Background: an optimization exercise with open tools, aiming at small area, a short achievable clock period and few clock cycles per item. Do not read the settings as production practice.
Function was checked by simulation only, so behaviour that the tests miss may differ from the original.
Power is estimated from default activity; no workload was simulated.

## the reference run
==> flow/design.v <==
module fpadder (output logic [31:0] sum, output logic ready,
                input logic [31:0] a, input logic clock, nreset);
    logic [1:0] state;
    always_ff @(posedge clock, negedge nreset)
        if (!nreset) state <= 2'b00;
        else         state <= {state[1] ^ state[0], state[1] | ~state[0]};
    assign ready = state[1] & state[0];
    logic load;
    assign load = state[1] & ~state[0];
    logic [31:0] n;
    always_ff @(posedge clock) n <= a;
    function automatic logic less(input logic [31:0] x, input logic [31:0] y);
        logic [31:0] g, p;
        g = ~x & y;
        p = ~x | y;
        for (int w = 1; w < 32; w = w * 2)
            for (int j = 0; j + w < 32; j += 2 * w) begin
                g[j + 2*w - 1] = g[j + 2*w - 1] | (p[j + 2*w - 1] & g[j + w - 1]);
                p[j + 2*w - 1] = p[j + 2*w - 1] & p[j + w - 1];
            end
        less = g[31];
    endfunction
    function automatic logic [4:0] lzc32(input logic [31:0] x);
        logic [15:0] z1, c1;
        logic [7:0]  z2;
        logic [7:0][1:0] c2;
        logic [3:0]  z3;
        logic [3:0][2:0] c3;
        logic [1:0]  z4;
        logic [1:0][3:0] c4;
        for (int i = 0; i < 16; i++) begin
            z1[i] = ~x[2*i+1] & ~x[2*i];
            c1[i] = ~x[2*i+1];
        end
        for (int i = 0; i < 8; i++) begin
            z2[i] = z1[2*i+1] & z1[2*i];
            c2[i] = z1[2*i+1] ? {1'b1, c1[2*i]} : {1'b0, c1[2*i+1]};
        end
        for (int i = 0; i < 4; i++) begin
            z3[i] = z2[2*i+1] & z2[2*i];
            c3[i] = z2[2*i+1] ? {1'b1, c2[2*i]} : {1'b0, c2[2*i+1]};
        end
        for (int i = 0; i < 2; i++) begin
            z4[i] = z3[2*i+1] & z3[2*i];
            c4[i] = z3[2*i+1] ? {1'b1, c3[2*i]} : {1'b0, c3[2*i+1]};
        end
        lzc32 = z4[1] ? {1'b1, c4[0]} : {1'b0, c4[1]};
    endfunction
    function automatic logic [24:0] add25(input logic [24:0] x, input logic [24:0] y, input logic ci);
        logic [25:0] g, p, h;
        g = {x & y, ci};
        p = {x | y, 1'b0};
        h = {x ^ y, 1'b0};
        for (int k = 0; k < 5; k++)
            for (int i = 0; i < 26; i++)
                if ((i >> k) & 1) begin
                    g[i] = g[i] | (p[i] & g[((i >> k) << k) - 1]);
                    p[i] = p[i] & p[((i >> k) << k) - 1];
                end
        add25 = h[25:1] ^ g[24:0];
    endfunction
    logic [7:0]  em, en;
    logic [22:0] fm, fn;
    logic        sm, sn;
    assign {sm, em, fm} = a;
    assign {sn, en, fn} = n;
    logic nan_m, nan_n, inf_m, inf_n, sg, ege, flip;
    logic [8:0]  dmn;
    logic [7:0]  dnm, d;
    logic [23:0] bg, sml, shifted;
    logic [24:0] s1;
    logic        nan1, inf1, sign1;
    logic [7:0]  exp1;
    always_comb begin
        nan_m = (em == 8'hff) & (fm != 0);
        nan_n = (en == 8'hff) & (fn != 0);
        inf_m = (em == 8'hff) & (fm == 0);
        inf_n = (en == 8'hff) & (fn == 0);
        sg    = (sm == sn);
        dmn   = {1'b0, em} - {1'b0, en};
        dnm   = en - em;
        ege   = ~less({24'b0, em}, {24'b0, en});
        d     = ege ? dmn[7:0] : dnm;
        bg    = ege ? {1'b1, fm} : {1'b1, fn};
        sml   = ege ? {1'b1, fn} : {1'b1, fm};
        shifted = (d[7:5] != 0) ? 24'b0 : (sml >> d[4:0]);
        flip  = ~sg & (em == en) & (fm < fn);
        s1    = add25({1'b0, bg} ^ {25{flip}}, {1'b0, shifted} ^ {25{~sg & ~flip}}, ~sg);
        exp1  = ege ? em + 8'd1 : en + 8'd1;    
        sign1 = (ege & ~flip) ? sm : sn;
        nan1  = nan_m | nan_n;
        inf1  = (inf_m | inf_n) & ~(inf_m & inf_n & ~sg);
    end
    logic [24:0] s;
    logic [7:0]  e;      
    logic        sgn, nan, inf;
    always_ff @(posedge clock)
        if (load) begin
            s   <= s1;
            e   <= exp1;
            sgn <= sign1;
            nan <= nan1;
            inf <= inf1;
        end
    logic [4:0]  lz;
    logic [24:0] norm;
    logic [31:0] x0, x1, x2, x3, x4, x5;
    logic [7:0]  eo;
    logic        zero, ovf;
    always_comb begin
        lz   = lzc32({s, 7'b1000000});
        x0 = {s, 7'b0};
        x1 = lz[4] ? {x0[15:0], 16'b0} : x0;
        x2 = lz[3] ? {x1[23:0], 8'b0} : x1;
        x3 = lz[2] ? {x2[27:0], 4'b0} : x2;
        x4 = lz[1] ? {x3[29:0], 2'b0} : x3;
        x5 = lz[0] ? {x4[30:0], 1'b0} : x4;
        norm = x5[31:7];
        eo   = e - {3'b0, lz};
        zero = (s == 0) | (s[24] & (e == 8'h01) & (s[22:0] == 0));
        ovf  = s[24] & (e == 8'hff);
        if (nan)             sum = 32'h7fffffff;
        else if (inf | ovf)  sum = {sgn, 8'hff, 23'h0};
        else if (zero)       sum = 32'h0;
        else                 sum = {sgn, eo, norm[23:1]};
    end
endmodule
==> flow/config.mk <==
export PLATFORM = sky130hd
export DESIGN_NAME = fpadder
export DESIGN_NICKNAME = fpadder
export VERILOG_FILES = /design/flow/design.v
export SDC_FILE = /design/flow/constraint.sdc
export NUM_CORES = 4
export LEC_CHECK = 0
export ABC_AREA = 1
export CAP_MARGIN = 20
export CORE_MARGIN = 2
export CORE_UTILIZATION = 50
export CTS_BUF_LIST = sky130_fd_sc_hd__clkbuf_8
export SLEW_MARGIN = 20
export TNS_END_PERCENT = 0
==> flow/constraint.sdc <==
create_clock -name core_clock -period 20.0 [get_ports {clock}]
set_input_delay 4.0000 -clock core_clock [delete_from_list [all_inputs] [get_ports {clock}]]
set_output_delay 4.0000 -clock core_clock [all_outputs]
set_load 0.01 [all_outputs]
standard.sh (not shown) runs the stock make flow with config.mk's settings and CLKGATE_MAP_FILE= SYNTH_SCRIPT=/design/flow/synth_recipe.tcl, a recipe that flattens the netlist after the stock synthesis.
==> flow/flow/run.sh <==
#!/bin/bash
# Standard ORFS flow (the standard.sh, run unchanged) with these changes
# to how the layout is made, passed as make variables:
#  - ADDER_MAP_FILE= : synthesis leaves adders as plain gates for ABC to map
#    (no extraction into ripple chains of full/half adder cells);
#  - SETUP_SLACK_MARGIN : repair_timing is asked to leave a setup margin, so
#    it shortens the critical path well below the clock period;
#  - BUFFER_PORTS_ARGS : the port buffers use a plain buffer cell instead of
#    the delay cell that buffer_ports picks by default.
# All tool output goes to standard.log and ORFS's own logs under orfs/logs.
set -uo pipefail
bash standard.sh SETUP_SLACK_MARGIN=12.0 "BUFFER_PORTS_ARGS=-buffer_cell sky130_fd_sc_hd__buf_1" ADDER_MAP_FILE= finish > standard.log 2>&1
The reference run closes out successfully: all stages finished, all timing, DRC and antenna checks passed.
Testbench counts of the reference run, summed over its fixed seeds: cycles 9,600, items 3,200.
Modified inputs, the trial run compared to the reference run
-- flow/design.v --
<<< the reference run, line 65
    assign {sm, em, fm} = a;
    assign {sn, en, fn} = n;
    logic nan_m, nan_n, inf_m, inf_n, sg, ege, flip;
    logic [8:0]  dmn;
    logic [7:0]  dnm, d;
    logic [23:0] bg, sml, shifted;
    logic [24:0] s1;
    logic        nan1, inf1, sign1;
    logic [7:0]  exp1;
    always_comb begin
>>> the trial run, line 65
    assign {sm, em, fm} = a;
    assign {sn, en, fn} = n;
    logic nan_m, nan_n, inf_m, inf_n, sg, ege, mbig, nan1, inf1, spec, sub;
    logic [8:0]  dmn;
    logic [7:0]  dnm, d;
    logic [23:0] bg, sml, shifted;
    logic [24:0] s1;
    logic        sign1;
    logic [7:0]  exp1;
    always_comb begin
<<< the reference run, line 78
        inf_n = (en == 8'hff) & (fn == 0);
        sg    = (sm == sn);
        dmn   = {1'b0, em} - {1'b0, en};
        dnm   = en - em;
        ege   = ~less({24'b0, em}, {24'b0, en});
        d     = ege ? dmn[7:0] : dnm;
        bg    = ege ? {1'b1, fm} : {1'b1, fn};
        sml   = ege ? {1'b1, fn} : {1'b1, fm};
        shifted = (d[7:5] != 0) ? 24'b0 : (sml >> d[4:0]);
        flip  = ~sg & (em == en) & (fm < fn);
        s1    = add25({1'b0, bg} ^ {25{flip}}, {1'b0, shifted} ^ {25{~sg & ~flip}}, ~sg);
        exp1  = ege ? em + 8'd1 : en + 8'd1;    
        sign1 = (ege & ~flip) ? sm : sn;
        nan1  = nan_m | nan_n;
        inf1  = (inf_m | inf_n) & ~(inf_m & inf_n & ~sg);
    end
    logic [24:0] s;
    logic [7:0]  e;      
    logic        sgn, nan, inf;
    always_ff @(posedge clock)
        if (load) begin
>>> the trial run, line 78
        inf_n = (en == 8'hff) & (fn == 0);
        sg    = (sm == sn);
        nan1  = nan_m | nan_n;
        inf1  = ~nan1 & (inf_m | inf_n) & ~(inf_m & inf_n & ~sg);
        spec  = nan1 | inf1;
        sub   = ~sg & ~spec;
        dmn   = {1'b0, em} - {1'b0, en};
        dnm   = en - em;
        ege   = ~less({24'b0, em}, {24'b0, en});
        d     = ege ? dmn[7:0] : dnm;
        mbig  = ~less({1'b0, a[30:0]}, {1'b0, n[30:0]});
        bg    = spec ? 24'hffffff : mbig ? {1'b1, fm} : {1'b1, fn};
        sml   = mbig ? {1'b1, fn} : {1'b1, fm};
        shifted = ((d[7:5] != 0) | spec) ? 24'b0 : (sml >> d[4:0]);
        s1    = add25({1'b0, bg}, {1'b0, shifted} ^ {25{sub}}, sub | inf1);
        exp1  = nan1 ? 8'h00 : inf1 ? 8'hff : (ege ? em : en) + 8'd1;    
        sign1 = ~nan1 & (mbig ? sm : sn);
    end
    logic [24:0] s;
    logic [7:0]  e;      
    logic        sgn;
    always_ff @(posedge clock)
        if (load) begin
<<< the reference run, line 100
            e   <= exp1;
            sgn <= sign1;
            nan <= nan1;
            inf <= inf1;
        end
    logic [4:0]  lz;
>>> the trial run, line 102
            e   <= exp1;
            sgn <= sign1;
        end
    logic [4:0]  lz;
<<< the reference run, line 120
        zero = (s == 0) | (s[24] & (e == 8'h01) & (s[22:0] == 0));
        ovf  = s[24] & (e == 8'hff);
        if (nan)             sum = 32'h7fffffff;
        else if (inf | ovf)  sum = {sgn, 8'hff, 23'h0};
        else if (zero)       sum = 32'h0;
        else                 sum = {sgn, eo, norm[23:1]};
>>> the trial run, line 120
        zero = (s == 0) | (s[24] & (e == 8'h01) & (s[22:0] == 0));
        ovf  = s[24] & (e == 8'hff);
        if (ovf)             sum = {sgn, 8'hff, 23'h0};
        else if (zero)       sum = 32'h0;
        else                 sum = {sgn, eo, norm[23:1]};
==> run summary <==
Going from the reference run to the trial run, the clock period minus final worst setup slack was found to have gone up by 0.0031 ns.
In the metrics for the trial run and the reference run, the one carrying the higher static leakage power is the trial run.
[compare] base=the reference run new=the trial run: area share of xor/xnor cells in the synthesized design now smaller; worst slew slack as a fraction of its limit now larger; clock skew now smaller; sum of met2 wire segment lengths after detailed routing now larger.
Cell count of the worst reg-to-reg path (the trial run over the reference run): decrease, about 8%
Going from the reference run to the trial run, number of synthesized register bits has decreased, wire length has increased.
Cmp the trial run vs the reference run: ratio of cells with drive above 1 in the final layout higher in the trial run
Worst stage delay on the critical path for the trial run: 0.16 ns down relative to the reference run
Testbench counts of the trial run, summed over its fixed seeds: cycles 9,600, items 3,200.

Starts from the design.v that is shown in full above.
==> flow/config.mk <==
export PLATFORM = sky130hd
export DESIGN_NAME = fpadder
export DESIGN_NICKNAME = fpadder
export VERILOG_FILES = /design/flow/design.v
export SDC_FILE = /design/flow/constraint.sdc
export NUM_CORES = 4
export LEC_CHECK = 0
export ABC_AREA = 1
export CAP_MARGIN = 20
export CORE_MARGIN = 2
export CORE_UTILIZATION = 50
export CTS_BUF_LIST = sky130_fd_sc_hd__clkbuf_8
export SLEW_MARGIN = 20
export TNS_END_PERCENT = 0
==> flow/constraint.sdc <==
create_clock -name core_clock -period 20.0 [get_ports {clock}]
set_input_delay 4.0000 -clock core_clock [delete_from_list [all_inputs] [get_ports {clock}]]
set_output_delay 4.0000 -clock core_clock [all_outputs]
set_load 0.01 [all_outputs]
==> flow/flow/run.sh <==
#!/bin/bash
# Standard ORFS flow (the standard.sh, run unchanged) with these changes
# to how the layout is made, passed as make variables:
#  - ADDER_MAP_FILE= : synthesis leaves adders as plain gates for ABC to map
#    (no extraction into ripple chains of full/half adder cells);
#  - SETUP_SLACK_MARGIN : repair_timing is asked to leave a setup margin, so
#    it shortens the critical path well below the clock period;
#  - BUFFER_PORTS_ARGS : the port buffers use a plain buffer cell instead of
#    the delay cell that buffer_ports picks by default.
# All tool output goes to standard.log and ORFS's own logs under orfs/logs.
set -uo pipefail
bash standard.sh SETUP_SLACK_MARGIN=12.5 "BUFFER_PORTS_ARGS=-buffer_cell sky130_fd_sc_hd__buf_1" ADDER_MAP_FILE= finish > standard.log 2>&1
Testbench counts at the start, summed over its fixed seeds: cycles 9,600, items 3,200.
Change:
--- a/flow/design.v
+++ b/flow/design.v
@@ -62,47 +62,47 @@
     logic [7:0]  em, en;
     logic [22:0] fm, fn;
     logic        sm, sn;
     assign {sm, em, fm} = a;
     assign {sn, en, fn} = n;
-    logic nan_m, nan_n, inf_m, inf_n, sg, ege, flip;
+    logic nan_m, nan_n, inf_m, inf_n, sg, ege, mbig, nan1, inf1, spec, sub;
     logic [8:0]  dmn;
     logic [7:0]  dnm, d;
     logic [23:0] bg, sml, shifted;
     logic [24:0] s1;
-    logic        nan1, inf1, sign1;
+    logic        sign1;
     logic [7:0]  exp1;
     always_comb begin
         nan_m = (em == 8'hff) & (fm != 0);
         nan_n = (en == 8'hff) & (fn != 0);
         inf_m = (em == 8'hff) & (fm == 0);
         inf_n = (en == 8'hff) & (fn == 0);
         sg    = (sm == sn);
+        nan1  = nan_m | nan_n;
+        inf1  = ~nan1 & (inf_m | inf_n) & ~(inf_m & inf_n & ~sg);
+        spec  = nan1 | inf1;
+        sub   = ~sg & ~spec;
         dmn   = {1'b0, em} - {1'b0, en};
         dnm   = en - em;
         ege   = ~less({24'b0, em}, {24'b0, en});
         d     = ege ? dmn[7:0] : dnm;
-        bg    = ege ? {1'b1, fm} : {1'b1, fn};
-        sml   = ege ? {1'b1, fn} : {1'b1, fm};
-        shifted = (d[7:5] != 0) ? 24'b0 : (sml >> d[4:0]);
-        flip  = ~sg & (em == en) & (fm < fn);
-        s1    = add25({1'b0, bg} ^ {25{flip}}, {1'b0, shifted} ^ {25{~sg & ~flip}}, ~sg);
-        exp1  = ege ? em + 8'd1 : en + 8'd1;    
-        sign1 = (ege & ~flip) ? sm : sn;
-        nan1  = nan_m | nan_n;
-        inf1  = (inf_m | inf_n) & ~(inf_m & inf_n & ~sg);
+        mbig  = ~less({1'b0, a[30:0]}, {1'b0, n[30:0]});
+        bg    = spec ? 24'hffffff : mbig ? {1'b1, fm} : {1'b1, fn};
+        sml   = mbig ? {1'b1, fn} : {1'b1, fm};
+        shifted = ((d[7:5] != 0) | spec) ? 24'b0 : (sml >> d[4:0]);
+        s1    = add25({1'b0, bg}, {1'b0, shifted} ^ {25{sub}}, sub | inf1);
+        exp1  = nan1 ? 8'h00 : inf1 ? 8'hff : (ege ? em : en) + 8'd1;    
+        sign1 = ~nan1 & (mbig ? sm : sn);
     end
     logic [24:0] s;
     logic [7:0]  e;      
-    logic        sgn, nan, inf;
+    logic        sgn;
     always_ff @(posedge clock)
         if (load) begin
             s   <= s1;
             e   <= exp1;
             sgn <= sign1;
-            nan <= nan1;
-            inf <= inf1;
         end
     logic [4:0]  lz;
     logic [24:0] norm;
     logic [31:0] x0, x1, x2, x3, x4, x5;
     logic [7:0]  eo;
@@ -117,11 +117,10 @@
         x5 = lz[0] ? {x4[30:0], 1'b0} : x4;
         norm = x5[31:7];
         eo   = e - {3'b0, lz};
         zero = (s == 0) | (s[24] & (e == 8'h01) & (s[22:0] == 0));
         ovf  = s[24] & (e == 8'hff);
-        if (nan)             sum = 32'h7fffffff;
-        else if (inf | ovf)  sum = {sgn, 8'hff, 23'h0};
+        if (ovf)             sum = {sgn, 8'hff, 23'h0};
         else if (zero)       sum = 32'h0;
         else                 sum = {sgn, eo, norm[23:1]};
     end
 endmodule
The changed run passed the timing, DRC and antenna checks.
Global-route usage came out higher by 0.67 points.
Die area came out lower by 2.8%.
Clock-buffer cell count came out higher by 3.
Final area came out higher by 3.0%.
Sequential power came out lower by about 3%.
Clock skew came out lower by 0.0057 ns.
Register-to-register slack is worse by 0.16 ns.
Maximum frequency came out higher by 1.2%.
Setup slack is better by 0.088 ns.
Combinational power came out higher by 15%.
Synthesized cell count came out lower by 1.2%.
Routed wire length came out higher by 4.2%.
Testbench counts after the change, summed over its fixed seeds: cycles 9,600, items 3,200.

[port drivers added, routing unchanged]
How much do the figures lean on ideal ports? The routed layouts below were timed once more, with nothing changed but the port constraints.
Step 1, drivers: a clkbuf_16 drives clock and a buf_2 each remaining input, both assumed.
Step 2 adds t to the input delays and takes it off the output delays; t is the mean of the earliest and latest rising clock arrival at the registers after step 1. Input paths then give back, and output paths get back, about the clock's delay inside the block.
a / b / c = no drivers / after step 1 / after step 2; a / b = the first two.
run | t, ns | slack for setup (ns) | pins driven straight from the clock port
the reference run | 0.427 | 12.342 / 12.298 / 11.967 | 1
the trial run | 0.404 | 12.339 / 12.308 / 11.939 | 1
the first run of note 2 | 0.420 | 12.547 / 12.505 / 12.225 | 1
the second run of note 2 | 0.401 | 12.635 / 12.594 / 12.373 | 1
After both steps every run listed still meets setup and hold. The setup slack of the trial run, which loses most, moves by -0.031 ns with the drivers and by -0.400 ns with both steps.
